Background: an optimization exercise with open tools, aiming at a short achievable clock period and few clock cycles. Do not read the settings as production practice. Function was checked by simulation only, so behaviour that the tests miss may differ from the original. Power figures rest on the tool's default switching activity, not on a simulated workload.

<file path="design/flow/run.sh">
#!/bin/bash
# synth_recipe.tcl (not shown) runs the flow's synth.tcl, then flattens the netlist and writes it again
# the make line also repeats each setting of config.mk as NAME=value (left out here)
make -C /OpenROAD-flow-scripts/flow DESIGN_CONFIG=/design/flow/config.mk WORK_HOME=/design/flow/orfs CLKGATE_MAP_FILE= SYNTH_SCRIPT=/design/flow/synth_recipe.tcl finish
</file>
<file path="design/flow/config.mk">
export PLATFORM = sky130hd
export DESIGN_NAME = ARM
export DESIGN_NICKNAME = ARM
export VERILOG_FILES = /design/flow/design.v
export SDC_FILE = /design/flow/constraint.sdc
export NUM_CORES = 4
export LEC_CHECK = 0
export CAP_MARGIN = 20
export CORE_MARGIN = 2
export CORE_UTILIZATION = 40
export SLEW_MARGIN = 20
</file>
<file path="design/flow/constraint.sdc">
create_clock -name core_clock -period 9.0 [get_ports {CLK}]
set_input_delay 1.8000 -clock core_clock [delete_from_list [all_inputs] [get_ports {CLK}]]
set_output_delay 1.8000 -clock core_clock [all_outputs]
set_load 0.01 [all_outputs]
</file>
<file path="design/flow/design.v">
`timescale 1ns / 1ps
module ARM(
    input CLK,
    input RESET,
    input [31:0] InstrF,
    input [31:0] ReadData,
    output reg MemWriteM,
    output [31:0] PCF,
    output reg [31:0] ALUResultM,
    output [31:0] WriteData
    );
    reg [31:0] InstrD;
	reg[31:0] RD1E;
	wire [31:0] ResultW;
	wire [31:0] PC_Prev;
    wire WE3 ;
    wire [31:0] WD3 ;
    wire [31:0] R15 ;
    wire [31:0] RD1D ;
    wire [31:0] RD2D ;
    wire [1:0] ImmSrc ;
    wire [23:0] InstrImm ;
    wire [31:0] ExtImmD ;
    wire [3:0] Rd ;
    wire [1:0] Op ;
    wire [5:0] Funct ;
    wire MemtoRegD ;
    wire ALUSrcD ;
    wire [1:0] RegSrcD ;
    wire PCSD ;
    wire RegWD ;
    wire NoWriteD ;
    wire MemWD ;
    wire [1:0] FlagWD ;
    wire [3:0] CondD ;
    wire C_Flag ;
    wire [1:0] ShD ;
    reg [1:0] ShE;
    wire [4:0] Shamt5D ;
    wire [31:0] ShIn ;
    wire [31:0] ShOut ;
    wire [3:0] ALUControlD ;
    wire [3:0] ALUFlags ;
    wire WE_PC ;    
    wire [31:0] PC_IN ;
    reg PCSE;
    reg RegWE;
    reg MemWE;
    reg [1:0] FlagWE;
    reg NoWriteE;
    reg [3:0] ALUControlE;
    reg MemtoRegE;
    reg ALUSrcE;
    reg [3:0] CondE;
    reg [31:0] RD2E;
    reg [3:0] WA3E;
    reg [31:0] ExtImmE;
    reg [4:0] Shamt5E;
    wire RegWriteE;
    wire MemWriteE;
    wire FlushE;
    wire [31:0] SrcAE;
    wire [31:0] SrcBE;
    wire [1:0] ForwardAE;
    wire [1:0] ForwardBE;
    wire [31:0] WriteDataE;
    wire [31:0] ALUResultE;    
    wire PCSrcE;
    reg PCSrcM;
    reg RegWriteM;
    reg MemtoRegM;
    reg [3:0] WA3M;
    reg [31:0] WriteDataM;
    wire ForwardM;
    reg PCSrcW;
    reg RegWriteW;
    reg MemtoRegW;
    reg [31:0] ReadDataW;
    reg [31:0] ALUResultW;
    reg [3:0] WA3W;
    wire StallF;
    wire FlushD;
    wire StallD;
    reg [31:0] PCD;
    reg [31:0] PCE;
    wire [31:0] PCPlus4F;
    reg [31:0] PCPlus4D;
    reg [31:0] PCPlus4E;
    wire WE_PrALUResult;
    wire WE_PrPCSrc;
    wire BranchAcceptD = 1'b0;
    wire [3:0] RA1D;
    wire [3:0] RA2D;
    reg [3:0] RA1E;
    reg [3:0] RA2E;
    reg [3:0] RA2M;
    wire FlushD_H;
    wire FlushE_H;
    always @ (posedge CLK) begin
        if (RESET || FlushD) begin
            InstrD <= 1'b0;
            PCD <= 1'b0;
            PCPlus4D <= 1'b0;
        end
        else if (!StallD) begin
            InstrD <= InstrF;
            PCD <= PCF;
            PCPlus4D <= PCPlus4F;
        end
    end 
    always @ (posedge CLK) begin
        if (RESET || FlushE) begin
            PCSE <= 1'b0;
            RegWE <= 1'b0;
            MemWE <= 1'b0;
            FlagWE <= 1'b0;
            NoWriteE <= 1'b0;
            ALUControlE <= 1'b0;
            MemtoRegE <= 1'b0;
            ALUSrcE <= 1'b0;
            CondE <= 1'b0;
            ShE <= 1'b0;
            RD1E <= 1'b0;
            RD2E <= 1'b0;
            WA3E <= 1'b0;
            ExtImmE <= 1'b0;
            RA1E <= 1'b0;
            RA2E <= 1'b0;
            Shamt5E <= 1'b0;
            PCE <= 1'b0;
            PCPlus4E <= 1'b0;
        end
        else begin    
            ShE <= ShD;
            PCSE <= PCSD;
            RegWE <= RegWD;
            MemWE <= MemWD;
            FlagWE <= FlagWD;
            NoWriteE <= NoWriteD;
            ALUControlE <= ALUControlD;
            MemtoRegE <= MemtoRegD;
            ALUSrcE <= ALUSrcD;
            CondE <= CondD;
            RD1E <= RD1D;
            RD2E <= RD2D;
            WA3E <= InstrD[15:12];
            ExtImmE <= ExtImmD;
            RA1E <= RA1D;
            RA2E <= RA2D;
            Shamt5E <= Shamt5D;
            PCE <= PCD;
            PCPlus4E <= PCPlus4D;
        end
    end
    assign SrcAE = 
        ForwardAE == 2'b00 ? RD1E:
        ForwardAE == 2'b01 ? ResultW:
        ForwardAE == 2'b10 ? ALUResultM:
        1'b0;
    assign ShIn = 
        ForwardBE == 2'b00 ? RD2E:
        ForwardBE == 2'b01 ? ResultW:
        ForwardBE == 2'b10 ? ALUResultM:
        1'b0;
    assign WriteDataE = ShIn;    
    assign SrcBE = 
        ALUSrcE == 1'b0 ? ShOut: 
        ExtImmE;
    assign InstrImm = InstrD[23:0];
    assign Shamt5D = InstrD[11:7]; 
    assign ShD = InstrD[6:5];
    always @ (posedge CLK) begin
        if (RESET) begin
            RegWriteM <= 1'b0;
            MemWriteM <= 1'b0;
            MemtoRegM <= 1'b0;
        end
        else begin
            RegWriteM <= RegWriteE;
            MemWriteM <= MemWriteE;
            MemtoRegM <= MemtoRegE;
        end
        ALUResultM <= ALUResultE;
        WriteDataM <= WriteDataE;
        WA3M <= WA3E;
        RA2M <= RA2E;
    end
    always @ (posedge CLK) begin
        if (RESET) begin
            RegWriteW <= 1'b0;
            MemtoRegW <= 1'b0;
        end
        else begin
            RegWriteW <= RegWriteM;
            MemtoRegW <= MemtoRegM;
        end
        ReadDataW <= ReadData;
        ALUResultW <= ALUResultM;
        WA3W <= WA3M;
    end
    assign ResultW = (MemtoRegW == 1'b1) ? ReadDataW : ALUResultW;
    assign WE_PC = !StallF ;  
    RegFile RegFile1( 
                    CLK,
                    WE3,
                    RA1D,
                    RA2D,
                    WA3W,
                    WD3,
                    R15,
                    RD1D,
                    RD2D     
                );
    Extend Extend1(
                    ImmSrc,
                    InstrImm,
                    ExtImmD
                );
    Decoder Decoder1(
                    Rd,
                    Op,
                    Funct,
                    PCSD,
                    RegWD,
                    MemWD,
                    MemtoRegD,
                    ALUSrcD,
                    ImmSrc,
                    RegSrcD,
                    NoWriteD,
                    ALUControlD,
                    FlagWD
                );
    CondLogic CondLogic1(
                    CLK,
                    PCSE,
                    RegWE,
                    NoWriteE,
                    MemWE,
                    FlagWE,
                    CondE,
                    ALUFlags,
                    C_Flag,
                    PCSrcE,
                    RegWriteE,
                    MemWriteE,
                    RESET
                );
    Shifter Shifter1(
                    ShE,
                    Shamt5E,
                    ShIn,
                    ShOut
                );
    ALU ALU1(
                    SrcAE,
                    SrcBE,
                    ALUControlE,
                    C_Flag,
                    ALUResultE,
                    ALUFlags
                );           
    hazard_logic hazard_logic1(
                    RA1E,
                    RA2E,
                    RA1D,
                    RA2D,
                    WA3E,
                    MemtoRegE,
                    RegWriteE,
                    RegWriteM,
                    RegWriteW,
                    WA3M,
                    WA3W,
                    RA2M,
                    MemWriteM,
                    MemtoRegW,
                    PCSrcE,
                    MemtoRegD,
                    FlushD_H,
                    StallF,
                    StallD,
                    FlushE_H,
                    ForwardAE,
                    ForwardBE,
                    ForwardM
    );
    assign PCPlus4F = PCF + 3'b100;
    ProgramCounter ProgramCounter1(
                    CLK,
                    RESET,
                    WE_PC,    
                    PC_IN,
                    PCF  
                );                      
    assign CondD = InstrD[31:28];
    assign Op = InstrD[27:26];
    assign Funct = InstrD[25:20];
    assign Rd = InstrD[15:12];
    assign RA1D = RegSrcD[0] == 1'b0 ? InstrD[19:16] : 4'b1111;
    assign RA2D = RegSrcD[1] == 1'b0 ? InstrD[3:0] : InstrD[15:12];
    assign WD3 = ResultW;
    assign WE3 = RegWriteW;
    assign R15 = (BranchAcceptD) ? PCPlus4D + 3'b100 : PCPlus4F;
    assign WriteData = 
        ForwardM == 1'b0 ? WriteDataM :
        ResultW;   
    assign FlushD = FlushD_H;
    assign FlushE = FlushE_H;
    assign PC_IN = (!PCSrcE == 1'b0) ? ALUResultE : PCPlus4F ;
    assign PC_Prev = PC_IN;
endmodule
`timescale 1ns / 1ps
module RegFile(
    input         CLK,
    input         WE3,
    input  [3:0]  A1,
    input  [3:0]  A2,
    input  [3:0]  A3,
    input  [31:0] WD3,
    input  [31:0] R15,
    output [31:0] RD1,
    output [31:0] RD2
    );
    reg [31:0] RegBank [0:14];
    always @(posedge CLK) begin
        if (WE3 && A3 != 4'b1111)
            RegBank[A3] <= WD3;
    end
    assign RD1 = (A1 == 4'b1111) ? R15 :
                 (WE3 && A1 == A3) ? WD3 : RegBank[A1];
    assign RD2 = (A2 == 4'b1111) ? R15 :
                 (WE3 && A2 == A3) ? WD3 : RegBank[A2];
endmodule
`timescale 1ns / 1ps
module Extend(
    input      [1:0]  ImmSrc,
    input      [23:0] InstrImm,
    output reg [31:0] ExtImm
    );
    always @(*) begin
        case (ImmSrc)
            2'b00:   ExtImm = {24'b0, InstrImm[7:0]};                        
            2'b01:   ExtImm = {20'b0, InstrImm[11:0]};                       
            2'b10:   ExtImm = {{6{InstrImm[23]}}, InstrImm[23:0], 2'b00};    
            default: ExtImm = 32'h00000000;
        endcase
    end
endmodule
`timescale 1ns / 1ps
module Decoder(
    input  [3:0] Rd,
    input  [1:0] Op,
    input  [5:0] Funct,
    output PCS,
    output RegW,
    output MemW,
    output MemtoReg,
    output ALUSrc,
    output [1:0] ImmSrc,
    output [1:0] RegSrc,
    output reg NoWrite,
    output reg [3:0] ALUControl,
    output reg [1:0] FlagW
    );
    wire [1:0] ALUOp;
    wire Branch;
    wire RegW_internal;
    assign Branch = (Op == 2'b10);
    assign MemtoReg = (Op == 2'b01);
    assign MemW = (Op == 2'b01 && Funct[0] == 1'b0);
    assign ALUSrc = (Op == 2'b00 && Funct[5] == 1'b0) ? 1'b0 : 1'b1;
    assign ImmSrc = (Op == 2'b00) ? 2'b00 :
                    (Op == 2'b01) ? 2'b01 : 2'b10;
    assign RegW_internal = ((Op == 2'b01 && Funct[0] == 1'b0) || (Op == 2'b10)) ? 1'b0 : 1'b1;
    assign RegW = RegW_internal;
    assign RegSrc[0] = (Op == 2'b10);
    assign RegSrc[1] = (Op == 2'b01 && Funct[0] == 1'b0);
    assign ALUOp = (Op == 2'b00) ? 2'b01 :
                   (Op == 2'b01 && Funct[3] == 1'b1) ? 2'b10 :
                   (Op == 2'b01 && Funct[3] == 1'b0) ? 2'b11 :
                   2'b00;
    assign PCS = ((Rd == 4'b1111 && RegW_internal) || Branch) ? 1'b1 : 1'b0;
    always @(*) begin
        NoWrite = 1'b0;
        ALUControl = 4'b0100;
        FlagW = 2'b00;
        if (ALUOp[1]) begin
            if (ALUOp[0]) ALUControl = 4'b0010;    
            else          ALUControl = 4'b0100;    
        end
        else if (ALUOp[0]) begin
            case (Funct[4:1])
                4'b0000: begin ALUControl = 4'b0000; FlagW = Funct[0] ? 2'b10 : 2'b00; end  
                4'b0001: begin ALUControl = 4'b0001; FlagW = Funct[0] ? 2'b10 : 2'b00; end  
                4'b0010: begin ALUControl = 4'b0010; FlagW = Funct[0] ? 2'b11 : 2'b00; end  
                4'b0011: begin ALUControl = 4'b0011; FlagW = Funct[0] ? 2'b11 : 2'b00; end  
                4'b0100: begin ALUControl = 4'b0100; FlagW = Funct[0] ? 2'b11 : 2'b00; end  
                4'b0101: begin ALUControl = 4'b0101; FlagW = Funct[0] ? 2'b11 : 2'b00; end  
                4'b0110: begin ALUControl = 4'b0110; FlagW = Funct[0] ? 2'b11 : 2'b00; end  
                4'b0111: begin ALUControl = 4'b0111; FlagW = Funct[0] ? 2'b11 : 2'b00; end  
                4'b1000: begin ALUControl = 4'b0000; FlagW = 2'b10; NoWrite = 1'b1; end     
                4'b1001: begin ALUControl = 4'b0001; FlagW = 2'b10; NoWrite = 1'b1; end     
                4'b1010: begin ALUControl = 4'b0010; FlagW = 2'b11; NoWrite = 1'b1; end     
                4'b1011: begin ALUControl = 4'b0100; FlagW = 2'b11; NoWrite = 1'b1; end     
                4'b1100: begin ALUControl = 4'b1100; FlagW = Funct[0] ? 2'b10 : 2'b00; end  
                4'b1101: begin ALUControl = 4'b1101; FlagW = 2'b10; end                     
                4'b1110: begin ALUControl = 4'b1110; FlagW = Funct[0] ? 2'b10 : 2'b00; end  
                default: begin ALUControl = 4'b1111; FlagW = Funct[0] ? 2'b10 : 2'b00; end  
            endcase
        end
    end
endmodule
`timescale 1ns / 1ps
module CondLogic(
    input        CLK,
    input        PCS,
    input        RegW,
    input        NoWrite,
    input        MemW,
    input  [1:0] FlagW,
    input  [3:0] Cond,
    input  [3:0] ALUFlags,
    output       C_Flag,
    output       PCSrc,
    output       RegWrite,
    output       MemWrite,
    input        RESET
    );
    reg CondEx;
    reg N, Z, C, V;
    wire [1:0] FlagWrite;
    always @(*) begin
        case (Cond)
            4'b0000: CondEx = Z;
            4'b0001: CondEx = ~Z;
            4'b0010: CondEx = C;
            4'b0011: CondEx = ~C;
            4'b0100: CondEx = N;
            4'b0101: CondEx = ~N;
            4'b0110: CondEx = V;
            4'b0111: CondEx = ~V;
            4'b1000: CondEx = ~Z & C;
            4'b1001: CondEx = Z | ~C;
            4'b1010: CondEx = ~(N ^ V);
            4'b1011: CondEx = N ^ V;
            4'b1100: CondEx = ~Z & ~(N ^ V);
            4'b1101: CondEx = Z | (N ^ V);
            4'b1110: CondEx = 1'b1;
            default: CondEx = 1'b0;    
        endcase
    end
    assign FlagWrite = FlagW & {2{CondEx}};
    assign PCSrc = PCS & CondEx;
    assign RegWrite = RegW & CondEx & ~NoWrite;
    assign MemWrite = MemW & CondEx;
    assign C_Flag = C;
    always @(posedge CLK) begin
        if (RESET) begin
            N <= 1'b0;
            Z <= 1'b0;
            C <= 1'b0;
            V <= 1'b0;
        end
        else begin
            if (FlagWrite[1]) begin
                N <= ALUFlags[3];
                Z <= ALUFlags[2];
            end
            if (FlagWrite[0]) begin
                C <= ALUFlags[1];
                V <= ALUFlags[0];
            end
        end
    end
endmodule
`timescale 1ns / 1ps
module Shifter(
    input      [1:0]  Sh,
    input      [4:0]  Shamt5,
    input      [31:0] ShIn,
    output reg [31:0] ShOut
    );
    always @(*) begin
        case (Sh)
            2'b00:   ShOut = ShIn << Shamt5;
            2'b01:   ShOut = ShIn >> Shamt5;
            2'b10:   ShOut = $signed(ShIn) >>> Shamt5;
            default: ShOut = (ShIn >> Shamt5) | (ShIn << (6'd32 - {1'b0, Shamt5}));
        endcase
    end
endmodule
`timescale 1ns / 1ps
module ALU(
    input  [31:0] Src_A,
    input  [31:0] Src_B,
    input  [3:0]  ALUControl,
    input         C_Flag,
    output [31:0] ALUResult,
    output [3:0]  ALUFlags
    );
    reg  [32:0] Src_A_comp;
    reg  [32:0] Src_B_comp;
    reg  [32:0] C_0;
    reg  [31:0] ALUResult_i;
    reg         V;
    wire [32:0] S_wider;
    wire N, Z, C;
    assign S_wider = Src_A_comp + Src_B_comp + C_0;
    always @(*) begin
        C_0 = 33'd0;
        Src_A_comp = {1'b0, Src_A};
        Src_B_comp = {1'b0, Src_B};
        ALUResult_i = Src_B;
        V = 1'b0;
        case (ALUControl)
            4'b0000: ALUResult_i = Src_A & Src_B;
            4'b0001: ALUResult_i = Src_A ^ Src_B;
            4'b0010: begin
                C_0[0] = 1'b1;
                Src_B_comp = {1'b0, ~Src_B};
                ALUResult_i = S_wider[31:0];
                V = (Src_A[31] ^ Src_B[31]) & ~(Src_B[31] ^ S_wider[31]);
            end
            4'b0011: begin
                C_0[0] = 1'b1;
                Src_A_comp = {1'b0, ~Src_A};
                ALUResult_i = S_wider[31:0];
            end
            4'b0100: begin
                ALUResult_i = S_wider[31:0];
                V = ~(Src_A[31] ^ Src_B[31]) & (Src_B[31] ^ S_wider[31]);
            end
            4'b0101: begin
                C_0[0] = 1'b1;
                ALUResult_i = S_wider[31:0];
                V = ~(Src_A[31] ^ Src_B[31]) & (Src_B[31] ^ S_wider[31]);
            end
            4'b0110: begin
                C_0 = C_Flag ? {33{1'b1}} : 33'd0;
                Src_B_comp = {1'b0, ~Src_B};
                ALUResult_i = S_wider[31:0];
                V = ~(Src_A[31] ^ Src_B[31]) & (Src_B[31] ^ S_wider[31]);
            end
            4'b0111: begin
                C_0 = C_Flag ? {33{1'b1}} : 33'd0;
                Src_A_comp = {1'b0, ~Src_A};
                ALUResult_i = S_wider[31:0];
                V = ~(Src_A[31] ^ Src_B[31]) & (Src_B[31] ^ S_wider[31]);
            end
            4'b1100: ALUResult_i = Src_A | Src_B;
            4'b1101: ALUResult_i = Src_B;
            4'b1110: ALUResult_i = Src_A & ~Src_B;
            4'b1111: ALUResult_i = ~Src_B;
            default: ALUResult_i = Src_B;    
        endcase
    end
    assign N = ALUResult_i[31];
    assign Z = (ALUResult_i == 32'h00000000);
    assign C = S_wider[32];
    assign ALUResult = ALUResult_i;
    assign ALUFlags = {N, Z, C, V};
endmodule
`timescale 1ns / 1ps
module hazard_logic(
    input  [3:0] RA1E,
    input  [3:0] RA2E,
    input  [3:0] RA1D,
    input  [3:0] RA2D,
    input  [3:0] WA3E,
    input        MemtoRegE,
    input        RegWriteE,
    input        RegWriteM,
    input        RegWriteW,
    input  [3:0] WA3M,
    input  [3:0] WA3W,
    input  [3:0] RA2M,
    input        MemWriteM,
    input        MemtoRegW,
    input        PCSrcE,
    input        MemtoRegD,
    output       FlushD,
    output       StallF,
    output       StallD,
    output       FlushE,
    output [1:0] ForwardAE,
    output [1:0] ForwardBE,
    output       ForwardM
    );
    wire Match_1E_M = (RA1E == WA3M);
    wire Match_2E_M = (RA2E == WA3M);
    wire Match_1E_W = (RA1E == WA3W);
    wire Match_2E_W = (RA2E == WA3W);
    wire Match_12_D_E;
    wire ldrstall;
    assign ForwardAE = (Match_1E_M && RegWriteM) ? 2'b10 :
                       (Match_1E_W && RegWriteW) ? 2'b01 : 2'b00;
    assign ForwardBE = (Match_2E_M && RegWriteM) ? 2'b10 :
                       (Match_2E_W && RegWriteW) ? 2'b01 : 2'b00;
    assign ForwardM = (RA2M == WA3W) && MemWriteM && MemtoRegW && RegWriteW;
    assign Match_12_D_E = (RA1D == WA3E) || ((RA2D == WA3E) && !MemtoRegD);
    assign ldrstall = Match_12_D_E && MemtoRegE && RegWriteE;
    assign StallF = ldrstall;
    assign StallD = ldrstall;
    assign FlushE = ldrstall || PCSrcE;
    assign FlushD = PCSrcE;
endmodule
`timescale 1ns / 1ps
module ProgramCounter(
    input             CLK,
    input             RESET,
    input             WE_PC,
    input      [31:0] PC_IN,
    output reg [31:0] PC
    );
    always @(posedge CLK) begin
        if (RESET)
            PC <= 32'h00000000;
        else if (WE_PC)
            PC <= PC_IN;
    end
endmodule
</file>
==> run notes <==
[power by group]
part	internal (mW)	switching, mW
logic	1.22	2.62
clock network	2.00	1.61
registers	4.31	0.212
[per-layer routing]
metal  track usage  share of wire
met1         0.506           0.37
met3         0.117           0.12
met2         0.590           0.42
met4         0.272          0.087
met5             0         0.0011
[cell type report]
type	instances	area, um2
Clock inverter	47	430
Clock buffer	114	2380
Fill cell	11700	66000
Sequential cell	818	21200
Inverter	145	559
Timing Repair Buffer	502	4320
Tap cell	1637	2050
Antenna cell	16	40.0
Multi-Input combinational cell	3873	26700
[flip-flops by register name, indices dropped and copies added, names as in the netlist, 2 cells and up]
name and cells:
RegFile1.RegBank 480, ALUResultM 32, ALUResultW 32, InstrD 32, ProgramCounter1.PC 32, RD1E 32
RD2E 32, ReadDataW 32, WriteDataM 32, ExtImmE 26, Shamt5E 5, ALUControlE 4
CondE 4, RA1E 4, RA2E 4, RA2M 4, WA3E 4, WA3M 4
WA3W 4, FlagWE 2, ShE 2
[stage by stage]
stage | hold slack (ns) | util
3_5_place_dp | 0.377 | 0.442
3_3_place_gp | 0.376 | 0.442
5_1_grt | 0.389 | 0.466
6_report | 0.379 | 0.466
2_1_floorplan | 0.363 | -
4_1_cts | 0.385 | 0.465
[worst min-delay path by stage]
stage | to | slack, ns
after detailed placement | WA3W[3] | 0.38
after global placement | WA3W[3] | 0.38
after global routing | WA3W[3] | 0.39
after CTS | WA3W[3] | 0.39
final | WA3W[0] | 0.38
after floorplan | WA3W[3] | 0.36
[cells by family after synthesis]
kind of cell	Yosys count
AOI/OAI and AO/OA	1596
adders and majority gates	98
xor gates and xnor gates	155
buffers and inverters	583
and+or+nand+nor	1615
DFF	818
muxes	407
[synthesized netlist by cell type, drive strengths merged, types with 36 or more instances]
master,number
and3,80
nand2,612
buf,91
edfxtp,480
o22ai,94
a31oi,69
mux4,98
nor2,450
dfxtp,338
o211ai,111
o221ai,130
ha,65
inv,139
nand3,187
mux2i,273
o311ai,66
and2,44
mux2,36
a21oi,338
xnor2,93
a221oi,95
nor3,88
xor2,62
o21ai,328
a311oi,41
a211oi,38
clkbuf,347
[placed cells by master, fill, tap and decap left out, drive strengths merged, types with 46 or more instances in the layout]
master and instances:
o21ai 328, inv 141, a21oi 338, o22ai 94, nor2 450, o211ai 111
a221oi 95, and3 80, clkdlybuf4s50 161, clkbuf 114, dfxtp 338, nand3 187
a31oi 69, xor2 62, mux2i 273, and2 46, ha 65, o311ai 66
edfxtp 480, mux4 98, o221ai 130, nand2 612, nor3 88, xnor2 93
buf 341
[critical path: cells and delay by family (launching register included)]
| kind | cells | cell delay, ns |
|---|---|---|
| AOI/OAI and AO/OA | 12 | 3.20 |
| xor gates and xnor gates | 2 | 0.22 |
| adders and majority gates | 2 | 0.86 |
| buffers and inverters | 6 | 1.37 |
| DFF | 1 | 0.51 |
| muxes | 2 | 1.00 |
| and+or+nand+nor | 6 | 1.36 |
[what timing repair did]
action	in CTS	in global routing
setup buffers	0	5
setup endpoints to repair	0	11
endpoints found under the hold margin	0	0
gates resized for setup	0	12
==> run notes <==
status finished clean; CTS tree built; Compound-Gate Fraction of Synth Area 0.219; clock skew 0.0343 ns; post-synth top area share 0.290; fin crit period between 8 and 9 ns; Avg WL per Cell roughly 37 um; vias in the first global route between 40000 and 50000; Yosys top cell by area edfxtp_1; final cycle utilization of the critical path 0.961; P_leak about 21 nW; DP HPWL about 190 mm; R2R Setup Slk approximately 0.35 ns; Worst-path clk slew 0.06 ns; Synth Area in Simple Gates 0.145; asr flop ratio synth 0; die footprint between 0.1 and 0.15 mm2; Tightest Hold Check Type flop to flop; XOR/XNOR Fraction of Synth Area 0.0274; post-route cell area a little under 0.06 mm2; placed cells 6965; Net Count, Synth around 5400; synthesized cell area 0.0498 mm2; Die Width roughly 360 um; Final setup viols 0; Seq/Total Area, Yosys 0.425; pin count of the biggest net entering global routing slightly below 200; hold_sp WA3M[0]; GRT Overall Usage 0.400; maximum fanout along the worst path 12; Yosys Warn Count 8; Max VDD drop about 0.16 mV; P&R area growth vs syn 15.8%; layout cells sized above 1 0.133; Crit path arrival time approximately 9.3 ns; TritonCTS buffer count 89; Worst path max stage delay between 0.6 and 0.7 ns; DRT antenna net count 0; slew margin rel. 0.177; setup TNS 0 ns; Final Max Tran Viols 0; pwr dens 208 mW/mm2; Cell Area, Placed around 0.055 mm2; main combinational cell family by area after synthesis compound AO/OA/AOI/OAI gates; most used flip-flop cell after synthesis edfxtp_1; R2R cell count 30; Setup CP Type flop to flop; H-tree lvl count 3; hold depth 0; Sink Count approximately 820; Critical Path Most Common Cell a21oi_1; Final Hold Fails 0; Worst Tran Pin Value ~1.2 ns; Starting Density 0.403; mux contribution to synthesized area 0.107; total gr overflow 0; Setup crit start MemtoRegW; first-pass iteration count of the detailed router 12; Total Power 12.0 mW; vias per cell 6.85; Final nets 5593; Placer Congestion 1.16; DRC 0; DIE HEIGHT around 360 um; clk root buf clkbuf_16; synthesized flop and latch total 818; dpl ws around 0.25 ns; Worst setup SP type flop; Row Count ~130; first-pass GRT wire length around 360 mm; post-synth cell types between 90 and 100; Post-synth EDFFs 480; Final Non-Filler Cells a little over 7000; Synth Area in Adders 0.0296; Synth area leaders edfxtp_1, dfxtp_1, mux2i_1, nand2_1, mux4_2; antenna violations before repair 26; Cells after Synth ~5300; worst setup path end ProgramCounter1.PC[8]; # port buffers 162; CP Capture Type flop; f_max roughly 120 MHz; Core Region about 0.12 mm2; Final WS setup between 0.3 and 0.4 ns; Max-Cap Viols 0; CP required slightly below 10 ns; Clock Latency Late Sink between 0.7 and 0.8 ns; DRT Wirelength approximately 260 mm; Clock Path Buffers 3; Avg Inst Size Synth roughly 9.4 um2; slowest stage cell on the critical path mux4_2; Detailed Route Iter0 Violations 7783; DR vias 49000; RSZ-0062 raised after global routing false; RR Endpoint ProgramCounter1.PC[8]; IO Pins ~160; RR Startpoint MemtoRegW; hold_buf cts 0
Testbench counts, summed over its fixed seeds: cycles 105,132.

==> separate check: timing with driven ports <==
In the flow no input, the clock included, has a driving cell. The finished layout below was timed again as built, in two steps.
Step 1 sets driving cells, clkbuf_16 on the clock port and buf_2 on the other inputs (assumed; they add their load-dependent delay and slew).
Step 2 adds t to the input delays and takes it off the output delays; t is the mean of the earliest and latest rising clock arrival at the registers after step 1. Input paths then give back, and output paths get back, about the clock's delay inside the block.
Slacks: ideal / step 1 / step 2; pairs: ideal / step 1.
t (ns): 0.778
slack for setup (ns): 0.347 / 0.347 / 0.347
worst setup path after step 2: register to register
clock arrival spread, ns: 0.043 / 0.043
pins driven straight from the clock port: 1
After both steps setup and hold are still met in this run. The setup slack of this run moves by 0.000 ns with the drivers and by 0.000 ns with both steps.
